From an optimization exercise on the open Yosys and OpenROAD flow, aimed at small area; shortcuts taken in it are not production practice.
In this exercise RTL edits were held to simulation tests only and were not proved equivalent to the original.
Power is estimated from default activity; no workload was simulated.

`design.v`:
```
module key_ctl
(
input   rst,clk,
input   pls1k,		 
input   key0,		 
input   key1,		 
input	[3:0] enc,
output	reg buzz,
output 	reg cnt_en,cnt_clr
);
reg	[7:0] bzcnt;
reg p0,p1;
reg k0p0,k0p1;
reg	[4:0] k0cnt;
reg k1p0,k1p1;
reg	[4:0] k1cnt;
always@(negedge rst, posedge clk)
if (rst == 0)
    begin
        p0 <= 0;
        p1 <= 0;
   	end
else 
	begin
        p0 <= pls1k;
        p1 <= p0;
  	end                  
always@(negedge rst, posedge clk)
if (rst == 0)
    begin
        k0p0 <= 0;
        k0p1 <= 0;
        k0cnt <= 20;
        cnt_en <= 0;
   	end
else if (p0 & ~p1)			 
	begin
        k0p0 <= ~key0;
        k0p1 <= k0p0;
        if (k0p0 != k0p1)	 
    		k0cnt <= 0;
    	else if (k0cnt < 20)
    		k0cnt <= k0cnt + 1; 
    	if ((k0cnt == 19) & (k0p0 == 1))
    		cnt_en <= ~cnt_en;   
  	end                  
always@(negedge rst, posedge clk)
if (rst == 0)
    begin
        k1p0 <= 0;
        k1p1 <= 0;
        k1cnt <= 20;
        cnt_clr <= 0;
   	end
else if (p0 & ~p1)			 
	begin
        k1p0 <= ~key1;
        k1p1 <= k1p0;
        if (k1p0 != k1p1)	 
    		k1cnt <= 0;
    	else if (k1cnt < 20)
    		k1cnt <= k1cnt + 1; 
    	if (k1cnt == 19) 
    		cnt_clr <= k1p0;   
  	end                  
always@(negedge rst, posedge clk)
if (rst == 0)
    begin
        buzz <= 0;
        bzcnt <= 255;
   	end
else if (p0 & ~p1)			 
	begin
        if (((k1cnt == 19) & (k1p0 == 1)) | ((k0cnt == 19) & (k0p0 == 1)))
    		bzcnt <= 0;   
    	else if (bzcnt < 255)
    		bzcnt <= bzcnt + 1;
    	if (bzcnt < {enc,4'b0})
    		buzz <= 1;
    	else
    		buzz <= 0;
  	end                  
endmodule
module counters
(
input   rst,clk,
input   cnt_en,cnt_clr,
output  reg [6:0] 	hcnt,tcnt,		 
output  reg [5:0] 	mcnt,scnt		 
);
reg  hp0,hp1;	 
reg  mp0,mp1;	 
reg  sp0,sp1;	 
reg  tp0,tp1;	 
always@(negedge rst, posedge clk)
if (rst == 0)
    begin
        tp0 <= 0;
        tp1 <= 0;
   	end
else if (cnt_en == 1)  		
    begin
	   	tp1 <= tp0;
	   	tp0 <= ~tp0;
  	end              
else if (cnt_en == 0)
    if (cnt_clr == 1)
    	begin
        	tp0 <= 0;
        	tp1 <= 0;
   		end
always@(negedge rst, posedge clk)
if (rst == 0)
	begin
        sp0 <= 0;
        sp1 <= 0;
        tcnt <= 0;  
	end
else if (cnt_en == 1)
   	begin
   		sp1 <= sp0;
	   	if (tcnt < 49)
	   		sp0 <= 0;
	   	else
	   		sp0 <= 1;	
   		if (tp1 & ~tp0)	 
    		if (tcnt < 99)
	   			tcnt <= tcnt + 1;
	   		else
	   			tcnt <= 0;   
	end                
else if (cnt_en == 0)
    if (cnt_clr == 1)
    	begin
        	sp0 <= 0;
        	sp1 <= 0;
        	tcnt <= 0;
   		end
always@(negedge rst, posedge clk)
if (rst == 0)
	begin
        mp0 <= 0;
        mp1 <= 0;
        scnt <= 0;  
	end
else if (cnt_en == 1)	
    begin
    	mp1 <= mp0;       				
    	if (scnt < 29)
    		mp0 <= 0;
    	else
    		mp0 <= 1; 
    	if (sp1 & ~sp0)	 
   			if (scnt < 59)
   				scnt <= scnt + 1;
   			else
   				scnt <= 0;
  	end  
else if (cnt_en == 0)                    
    if (cnt_clr == 1)
    	begin
        	mp0 <= 0;
        	mp1 <= 0;
        	scnt <= 0;
   		end                
always@(negedge rst, posedge clk)
if (rst == 0)
	begin
        hp0 <= 0;
        hp1 <= 0;
        mcnt <= 0;  
	end
else if (cnt_en == 1)	
   	begin
   		hp1 <= hp0;    		
   		if (mcnt < 29)
   			hp0 <= 0;
   		else
   			hp0 <= 1; 
   		if (mp1 & ~mp0)	 
   			if (mcnt < 59)
   				mcnt <= mcnt + 1;
   			else
   				mcnt <= 0;
	end    
else if (cnt_en == 0)         
    if (cnt_clr == 1)
    	begin
        	hp0 <= 0;
        	hp1 <= 0;
        	mcnt <= 0;
   		end              
always@(negedge rst, posedge clk)
if (rst == 0)
	hcnt <= 0;  
else if (cnt_en == 1)
	begin
  		if (hp1 & ~hp0)	 
  		   if (hcnt < 99)
    			hcnt <= hcnt + 1;
    		else
    			hcnt <= 0;
    end
else if (cnt_en == 0)   
	if (cnt_clr == 1)
		hcnt <= 0;
endmodule
module hex2bcd
(
input   rst,clk,
input   pls1k,			 
input 	[6:0] 	hv,tv,
input  	[5:0] 	mv,sv,
output 	[31:0] 	bcd8d	 
);
reg	[6:0] thv,ttv;
reg	[5:0] tmv,tsv;
reg	[3:0] cnt;
reg	[3:0] hbcd_h, hbcd_l;
reg	[3:0] mbcd_h, mbcd_l;
reg	[3:0] sbcd_h, sbcd_l;
reg	[3:0] tbcd_h, tbcd_l;
reg  [7:0] hbcd,mbcd,sbcd,tbcd;
reg  tp0,tp1;	 
always@(negedge rst, posedge clk)
if (rst == 0)
    begin
        tp0 <= 0;
        tp1 <= 0;
        cnt <= 7;
   	end
else 
	begin
        tp0 <= pls1k;
        tp1 <= tp0;
        if (tp0 & ~tp1)	 
    		cnt <= 0;
    	else if (cnt < 7)
    		cnt <= cnt + 1;    
  	end                  
always@(negedge rst, posedge clk)
if (rst == 0)
	begin
		thv <= 0;
		hbcd_h <= 0;  hbcd_l <= 0;
	end
else if (cnt == 0)		
	thv <= hv;
else if (cnt == 1)
	if      (thv >= 90)	begin	hbcd_h <= 9;	thv <= thv - 90;	end
	else if (thv >= 80)	begin	hbcd_h <= 8;	thv <= thv - 80;	end
	else if (thv >= 70)	begin	hbcd_h <= 7;	thv <= thv - 70;	end
	else if (thv >= 60)	begin	hbcd_h <= 6;	thv <= thv - 60;	end
	else if (thv >= 50)	begin	hbcd_h <= 5;	thv <= thv - 50;	end
	else if (thv >= 40)	begin	hbcd_h <= 4;	thv <= thv - 40;	end
	else if (thv >= 30)	begin	hbcd_h <= 3;	thv <= thv - 30;	end
	else if (thv >= 20)	begin	hbcd_h <= 2;	thv <= thv - 20;	end
	else if (thv >= 10)	begin	hbcd_h <= 1;	thv <= thv - 10;	end
	else 				begin	hbcd_h <= 0;	thv <= thv - 00;	end
else if (cnt == 2)
	if      (thv < 10)			hbcd_l <= thv[3:0];	
always@(negedge rst, posedge clk)
if (rst == 0)
	begin
		tmv <= 0;
		mbcd_h <= 0;   mbcd_l <= 0;   
	end
else if (cnt == 0)		
	tmv <= mv;
else if (cnt == 1)
	if      (tmv >= 50)	begin	mbcd_h <= 5;	tmv <= tmv - 50;	end
	else if (tmv >= 40)	begin	mbcd_h <= 4;	tmv <= tmv - 40;	end
	else if (tmv >= 30)	begin	mbcd_h <= 3;	tmv <= tmv - 30;	end
	else if (tmv >= 20)	begin	mbcd_h <= 2;	tmv <= tmv - 20;	end
	else if (tmv >= 10)	begin	mbcd_h <= 1;	tmv <= tmv - 10;	end
	else 				begin	mbcd_h <= 0;	tmv <= tmv - 00;	end
else if (cnt == 2)
	if      (tmv < 10)			mbcd_l <= tmv[3:0];	
always@(negedge rst, posedge clk)
if (rst == 0)
	begin
		tsv <= 0;
		sbcd_h <= 0;  sbcd_l <= 0;  
	end
else if (cnt == 0)		
	tsv <= sv;
else if (cnt == 1)
	if      (tsv >= 50)	begin	sbcd_h <= 5;	tsv <= tsv - 50;	end
	else if (tsv >= 40)	begin	sbcd_h <= 4;	tsv <= tsv - 40;	end
	else if (tsv >= 30)	begin	sbcd_h <= 3;	tsv <= tsv - 30;	end
	else if (tsv >= 20)	begin	sbcd_h <= 2;	tsv <= tsv - 20;	end
	else if (tsv >= 10)	begin	sbcd_h <= 1;	tsv <= tsv - 10;	end
	else 				begin	sbcd_h <= 0;	tsv <= tsv - 00;	end
else if (cnt == 2)
	if      (tsv < 10)			sbcd_l <= tsv[3:0];	
always@(negedge rst, posedge clk)
if (rst == 0)
	begin
		ttv <= 0;
		tbcd_h <= 0;    tbcd_l <= 0;    
	end
else if (cnt == 0)		
    ttv <= tv;
else if (cnt == 1)
	if      (ttv >= 90)	begin	tbcd_h <= 9;	ttv <= ttv - 90;	end
	else if (ttv >= 80)	begin	tbcd_h <= 8;	ttv <= ttv - 80;	end
	else if (ttv >= 70)	begin	tbcd_h <= 7;	ttv <= ttv - 70;	end
	else if (ttv >= 60)	begin	tbcd_h <= 6;	ttv <= ttv - 60;	end
	else if (ttv >= 50)	begin	tbcd_h <= 5;	ttv <= ttv - 50;	end
	else if (ttv >= 40)	begin	tbcd_h <= 4;	ttv <= ttv - 40;	end
	else if (ttv >= 30)	begin	tbcd_h <= 3;	ttv <= ttv - 30;	end
	else if (ttv >= 20)	begin	tbcd_h <= 2;	ttv <= ttv - 20;	end
	else if (ttv >= 10)	begin	tbcd_h <= 1;	ttv <= ttv - 10;	end
	else 				begin	tbcd_h <= 0;	ttv <= ttv - 00;	end
else if (cnt == 2)
	if      (ttv < 10)			tbcd_l <= ttv[3:0];	
always@(negedge rst, posedge clk)
if (rst == 0)
	begin
		hbcd <= 0;  mbcd <= 0;  sbcd <= 0;  tbcd <= 0; 
	end 
else if (cnt == 3)		
    begin
    	hbcd <= {hbcd_h,hbcd_l};
    	mbcd <= {mbcd_h,mbcd_l};
    	sbcd <= {sbcd_h,sbcd_l};
    	tbcd <= {tbcd_h,tbcd_l};
    end
assign    bcd8d = {hbcd,mbcd,sbcd,tbcd};
endmodule
module seg_ctl
(
input   rst,clk,
input   [3:0] enc, 
input   [31:0] bcd8d,
output  reg [7:0] seg_d,seg_com
);
reg  [17:0] tcnt;
reg  [2:0]  digit_sel;
wire [3:0]  d7h,d6h,d5h,d4h,d3h,d2h,d1h,d0h;
reg  [3:0]  sdh;
wire [6:0]  segd;
reg	dot;
always@(negedge rst, posedge clk)
if (rst == 0)
    begin
        tcnt <= 0;
        digit_sel <= 0;
   	end
 else
    begin
        tcnt <= tcnt + 1;
        case(~enc)
        4'h0 	: digit_sel <= tcnt[02:00]; 
        4'h1 	: digit_sel <= tcnt[03:01]; 
        4'h2 	: digit_sel <= tcnt[04:02]; 
        4'h3 	: digit_sel <= tcnt[05:03]; 
        4'h4 	: digit_sel <= tcnt[06:04]; 
        4'h5 	: digit_sel <= tcnt[07:05]; 
        4'h6 	: digit_sel <= tcnt[08:06]; 
        4'h7 	: digit_sel <= tcnt[09:07]; 
        4'h8 	: digit_sel <= tcnt[10:08]; 
        4'h9 	: digit_sel <= tcnt[11:09]; 
        4'ha 	: digit_sel <= tcnt[12:10]; 
        4'hb 	: digit_sel <= tcnt[13:11]; 
        4'hc 	: digit_sel <= tcnt[14:12]; 
        4'hd 	: digit_sel <= tcnt[15:13]; 
        4'he 	: digit_sel <= tcnt[16:14]; 
        default : digit_sel <= tcnt[17:15]; 
        endcase    
  	end                  
assign d7h = bcd8d[31:28];
assign d6h = bcd8d[27:24];
assign d5h = bcd8d[23:20];
assign d4h = bcd8d[19:16];
assign d3h = bcd8d[15:12];
assign d2h = bcd8d[11:08];
assign d1h = bcd8d[07:04];
assign d0h = bcd8d[03:00];
always@(negedge rst, posedge clk)
if (rst == 0)
	sdh <= 0;     
else 
  	case (digit_sel)
  	3'd0 	: sdh <= d0h;
  	3'd1 	: sdh <= d1h;
  	3'd2 	: sdh <= d2h;
  	3'd3 	: sdh <= d3h;
  	3'd4 	: sdh <= d4h;
  	3'd5 	: sdh <= d5h;
  	3'd6 	: sdh <= d6h;
  	default	: sdh <= d7h;
  	endcase
always@(negedge rst, posedge clk)
if (rst == 0)
	dot <= 0;     
else 
  	case (digit_sel)
  	3'd0 	: dot <= 0;
  	3'd1 	: dot <= 0;
  	3'd2 	: dot <= 1;
  	3'd3 	: dot <= 0;
  	3'd4 	: dot <= 1;
  	3'd5 	: dot <= 0;
  	3'd6 	: dot <= 1;
  	default	: dot <= 0;
  	endcase
assign segd = (sdh == 4'h0) ? (7'h3f) :
              (sdh == 4'h1) ? (7'h06) :
              (sdh == 4'h2) ? (7'h5b) :
              (sdh == 4'h3) ? (7'h4f) :
              (sdh == 4'h4) ? (7'h66) :
              (sdh == 4'h5) ? (7'h6d) :
              (sdh == 4'h6) ? (7'h7d) :
              (sdh == 4'h7) ? (7'h27) :
              (sdh == 4'h8) ? (7'h7f) :
              (sdh == 4'h9) ? (7'h6f) :
                              (7'h00) ;		 
always@(negedge rst, posedge clk)
if (rst == 0)
    begin
        seg_d <= 8'h00;
        seg_com <= 8'h00;
    end
else 
    begin
        seg_d <= {dot,segd};
        case (digit_sel)
        3'd0	: seg_com <= 8'h01;
        3'd1	: seg_com <= 8'h02;
        3'd2	: seg_com <= 8'h04;
        3'd3	: seg_com <= 8'h08;
        3'd4	: seg_com <= 8'h10;
        3'd5	: seg_com <= 8'h20;
        3'd6	: seg_com <= 8'h40;
        default	: seg_com <= 8'h80;
        endcase
    end
endmodule
module stop_watch
(
input   rst,clk,
input  	key0,		 
input   key1,		 
input	[3:0] enc,
output	buzz,
output 	[7:0] seg_d,seg_com
);
wire	[3:0] encs;
reg	[2:0] plcnt;
reg pls1k;
always@(negedge rst, posedge clk)
if (rst == 0)
    begin
        pls1k <= 0;
        plcnt <= 0;
   	end
else if (plcnt < 4)	 
	plcnt <= plcnt + 1;
else
	begin
        pls1k <= ~pls1k;
        plcnt <= 0;
  	end                  
assign encs = 4'h2;
wire cnt_en, cnt_clr;
key_ctl ukey_ctl
	(
	.rst		(rst		),
	.clk		(clk		),
	.pls1k		(pls1k		),
	.key0		(key0		),
	.key1		(key1		),
	.enc		(encs		),
	.buzz		(buzz		),
	.cnt_en		(cnt_en		),
	.cnt_clr	(cnt_clr	)
	);
wire [6:0] hcnt, tcnt;	
wire [5:0] mcnt, scnt;
counters ucounters
	(
	.rst		(rst		),
	.clk		(clk		),
	.cnt_en		(cnt_en		),
	.cnt_clr	(cnt_clr	),
	.hcnt		(hcnt		),
	.tcnt		(tcnt		),
	.mcnt		(mcnt		),
	.scnt		(scnt		)
	);
wire [31:0] bcd8d;
hex2bcd uhex2bcd
	(
	.rst		(rst		),
	.clk		(clk		),
	.pls1k		(pls1k		),
	.hv			(hcnt		),
	.tv			(tcnt		),
	.mv			(mcnt		),
	.sv			(scnt		),
	.bcd8d		(bcd8d		)
	);
seg_ctl useg_ctl
	(
	.rst		(rst		),
	.clk		(clk		),
	.enc		(encs		),
	.bcd8d		(bcd8d		),
	.seg_d		(seg_d		),
	.seg_com	(seg_com	)
	);
endmodule
```
`run.sh`:
```
#!/bin/bash
# synth_recipe.tcl (not shown) runs the flow's synth.tcl, then flattens the netlist and writes it again
# the make line also repeats each setting of config.mk as NAME=value (left out here)
make -C /OpenROAD-flow-scripts/flow DESIGN_CONFIG=/design/flow/config.mk WORK_HOME=/design/flow/orfs CLKGATE_MAP_FILE= SYNTH_SCRIPT=/design/flow/synth_recipe.tcl finish
```
`config.mk`:
```
export PLATFORM = sky130hd
export DESIGN_NAME = stop_watch
export DESIGN_NICKNAME = stop_watch
export VERILOG_FILES = /design/flow/design.v
export SDC_FILE = /design/flow/constraint.sdc
export NUM_CORES = 4
export LEC_CHECK = 0
export CAP_MARGIN = 20
export CORE_MARGIN = 2
export CORE_UTILIZATION = 40
export SLEW_MARGIN = 20
```
`constraint.sdc`:
```
create_clock -name core_clock -period 10.0 [get_ports {clk}]
set_input_delay 2.0000 -clock core_clock [delete_from_list [all_inputs] [get_ports {clk}]]
set_output_delay 2.0000 -clock core_clock [all_outputs]
set_load 0.01 [all_outputs]
```
==> metrics.md <==
| Metric | Value |
|---|---|
| R2r setup slk | ~6700 ps |
| Worst-skew pair later-pin latency | 440 ps |
| Vias in the first global route | ~9000 |
| First-pass DRT Iterations | 5 |
| Reg area | 4898 µm² |
| CTS tree | yes |
| RSZ-0062 raised after global routing | false |
| Post-synth net total | 1360 |
| Fmax | 0.2790 GHz |
| DRC violations left | 0 |
| I/O pin total | 25 |
| Max-cap violations | 0 |
| Ant diodes | 0 |
| Post-synth top area share | a little under two fifths |
| Gate Count Post-Synth | 1275 |
| Most common cell in the netlist | dfrtp_1 |
| Final hold vios | 0 |
| Post-DP HPWL | around 19 mm |
| RR Startpoint | uhex2bcd.thv[5] |
| Crit path launch | rst |
| Mux contribution to synthesized area | 5.823% |
| Tot GR Track Use | 18.20% |
| Crit path time final | around 3600 ps |
| Worst r2r path cells | 8 |
| Hold Path Origin | useg_ctl.dot |
| CTS H-tree lvls | 4 |
| Largest family of logic cells by synthesized area | compound AO/OA/AOI/OAI gates |
| Sink Count | ~200 |
| Multi-input logic area | 6636 µm² |
| Max-slew headroom | 32.18% |
| Startpoint Class | primary input |
| Area contributors post-synth | dfrtp_1 (38%), ha_1 (8.1%), o21ai_0 (4.6%) |
| Syn Area/Cell | roughly 9.4 µm² |
| Die Span Y | roughly 180 µm |
| Synth Flop Type | dfrtp_1 |
| Setup repair bufs after CTS | 0 |
| Crit Reg-Reg Endpoint | uhex2bcd.thv[3] |
| Worst Hold Class | reg -> reg |
| Peak supply drop | roughly 0.00011 V |
| Final GP Congestion | 0.9084 |
| Layout filler cell count | 2829 |
| Initial DRC Count | between 600 and 700 |
| Core Area | between 20000 and 30000 µm² |
| P&R area growth vs syn | 9.331% |
| Endpoint class of the critical path | asynchronous set/reset pin |
| CTS clk-pin slew, worst paths | 80 ps |
| ANT nets after route | 0 |
| Vias | 9451 |
| Worst slew pin tran | between 1000 and 1500 ps |
| First-pass GRT wire length | 46.15 mm |
| EDFF count, synth | 0 |
| Nets | 1349 |
| Initial Utilization | 40.42% |
| Synth Area in Simple Gates | 18.02% |
| Worst Setup EP | uhex2bcd.tbcd_h[1] |
| Hold-fix buffer count after cts | 0 |
| DRT Wirelength | ~28 mm |
| #FFs+latches synth | ~200 |
| CP arrival | just over 4000 ps |
| Final Skew | 13.50 ps |
| Ys Warns | 5 |
| Root Buffer | clkbuf_16 |
| Overflow after GRT | 0 |
| Final Max Slew Viols | 0 |
| Final setup fails | 0 |
| CP Class | in -> async |
| Post-Synth Adder-Cell Area | 8.064% |
| Fraction of final layout cells sized beyond drive strength 1 | roughly 10% |
| Critical path fanouts, max | 74 |
| Worst EP required | 10480 ps |
| Status | timing/DRC/antenna clean |
| Mean number of vias per cell | 5.669 |
| Clk buf depth | 2 |
| Die span in x | between 150 and 200 µm |
| Largest area contributor in the netlist | dfrtp_1 |
| Total power draw | between 1.5 and 2 mW |
| Distinct cells, synth | 86 |
| Top post-synthesis cells by count | dfrtp_1 (180), nand2_1 (142), o21ai_0 (110), nor2_1 (94), ha_1 (77) |
| IO Port Bufs | 20 |
| PD cells | 115.1 nW/µm² |
| Pin count of the biggest net entering global routing | 75 |
| Leak Pwr | 5.812 nW |
| Initial antenna violation count | 0 |
| Die ar. | around 31000 µm² |
| Ys async rst share | 100.0% |
| Post-route clock period utilization | 35.85% |
| Post-synthesis xor/xnor area fraction | 3.152% |
| Post-synthesis sequential area ratio | 41.00% |
| Mapped cell area | 11950 µm² |
| Post-CTS sizing | 0 |
| Fin Setup TNS | 0 ps |
| Rows | 63 |
| Drt wl/cell | 16.52 µm |
| CTS buffer count | 17 |
| Compound-Gate Fraction of Synth Area | 20.48% |
-- layout make-up --
| type | instances | share of cell area, % |
|---|---|---|
| clock buffers | 18 | 3.362 |
| clock inverters | 14 | 1.226 |
| inverters | 45 | 1.293 |
| multi-input cells | 976 | 50.80 |
| flip-flops and latches | 195 | 37.50 |
| well taps | 390 | 3.736 |
| repair buffers | 29 | 2.079 |
-- sequential cells by signal, summed over array words and instances (netlist names), 7 cells and up --
name              cells
uhex2bcd.tbcd         8
ucounters.hcnt        7
uhex2bcd.thv          7
uhex2bcd.ttv          7
uhex2bcd.sbcd         7
ukey_ctl.bzcnt        8
useg_ctl.tcnt        16
useg_ctl.seg_d        8
uhex2bcd.hbcd         8
uhex2bcd.mbcd         7
ucounters.tcnt        7
useg_ctl.seg_com      8
-- where the power goes --
group	switching, mW	internal [mW]
clock network	0.340	0.343
registers	0.00353	0.792
logic	0.0188	0.00555
-- per-stage QoR --
step / instances / util, % / setup WS, ps / instance area [µm²] / hold slack, ps
after floorplan: 1275 / - / 7444 / 11950 / 331.2
after global placement: 1635 / 42.16 / 5793 / 12460 / 333.5
after detailed placement: 1635 / 42.16 / 5767 / 12460 / 337.8
after CTS: 1667 / 44.19 / 6248 / 13060 / 366.3
after global routing: 1667 / 44.19 / 5979 / 13060 / 382.4
final: 1667 / 44.19 / 6415 / 13060 / 360.1
-- worst max-delay path: stages --
cell,delay (ps)
clkbuf_8,380
buf_4,810
buf_4,770
-- worst min path at each step --
stage                              to  depth (start not counted)
global placement    useg_ctl.seg_d[7]                          0
floorplan           useg_ctl.seg_d[7]                          0
finish              useg_ctl.seg_d[7]                          0
detailed placement  useg_ctl.seg_d[7]                          0
global route        useg_ctl.seg_d[7]                          0
CTS                 useg_ctl.seg_d[7]                          0
-- cell usage in the layout (no fill, tap or decap), types with 19 or more instances in the layout --
cell	Yosys	layout
mux2_2	40	40
a21oi_1	56	56
dfrtp_1	180	180
nor3_1	23	23
nand2_1	142	142
o31ai_1	21	21
mux2i_1	20	20
o21ai_0	110	110
xnor2_1	27	27
clkdlybuf4s50_1	0	19
ha_1	77	77
nand3_1	36	36
inv_1	44	44
and3_1	19	19
nor2_1	94	94
-- metal layers --
metal	wire, µm	global-route usage (%)	vias up
met5	0	0	-
met4	418	5.269	0
met3	1265	3.587	35
met2	12620	28.82	236
met1	13240	25.26	4569
li1	-	-	4611
-- logic make-up after synthesis --
group,count (synthesis)
and+or+nand+nor,427
DFF,195
muxes,62
adders and majority gates,77
xor gates and xnor gates,43
buffers and inverters,104
AOI/OAI and AO/OA,367

## afterwards: timing with drivers on the ports
The results above use ideal ports. As a check the final layout listed here was re-extracted and re-timed, cells and wires unchanged.
Step 1 assumes that a clkbuf_16 drives the clock port and a buf_2 every other input.
Step 2 also shifts input and output timing later by t, the mid clock arrival at the registers, as if the neighbouring blocks saw the same clock.
Slacks: ideal / step 1 / step 2; pairs: ideal / step 1.
shift t [ns]: 0.486
slack for setup (ns): 6.415 / 6.430 / 5.944
worst data-port slew with drivers (ns): 0.04
pins driven straight from the clock port: 1
After both steps this run still meets setup and hold. For this run, drivers alone change the setup slack by +0.015 ns; drivers and shift together by -0.471 ns. Setup slack includes reset recovery checks.
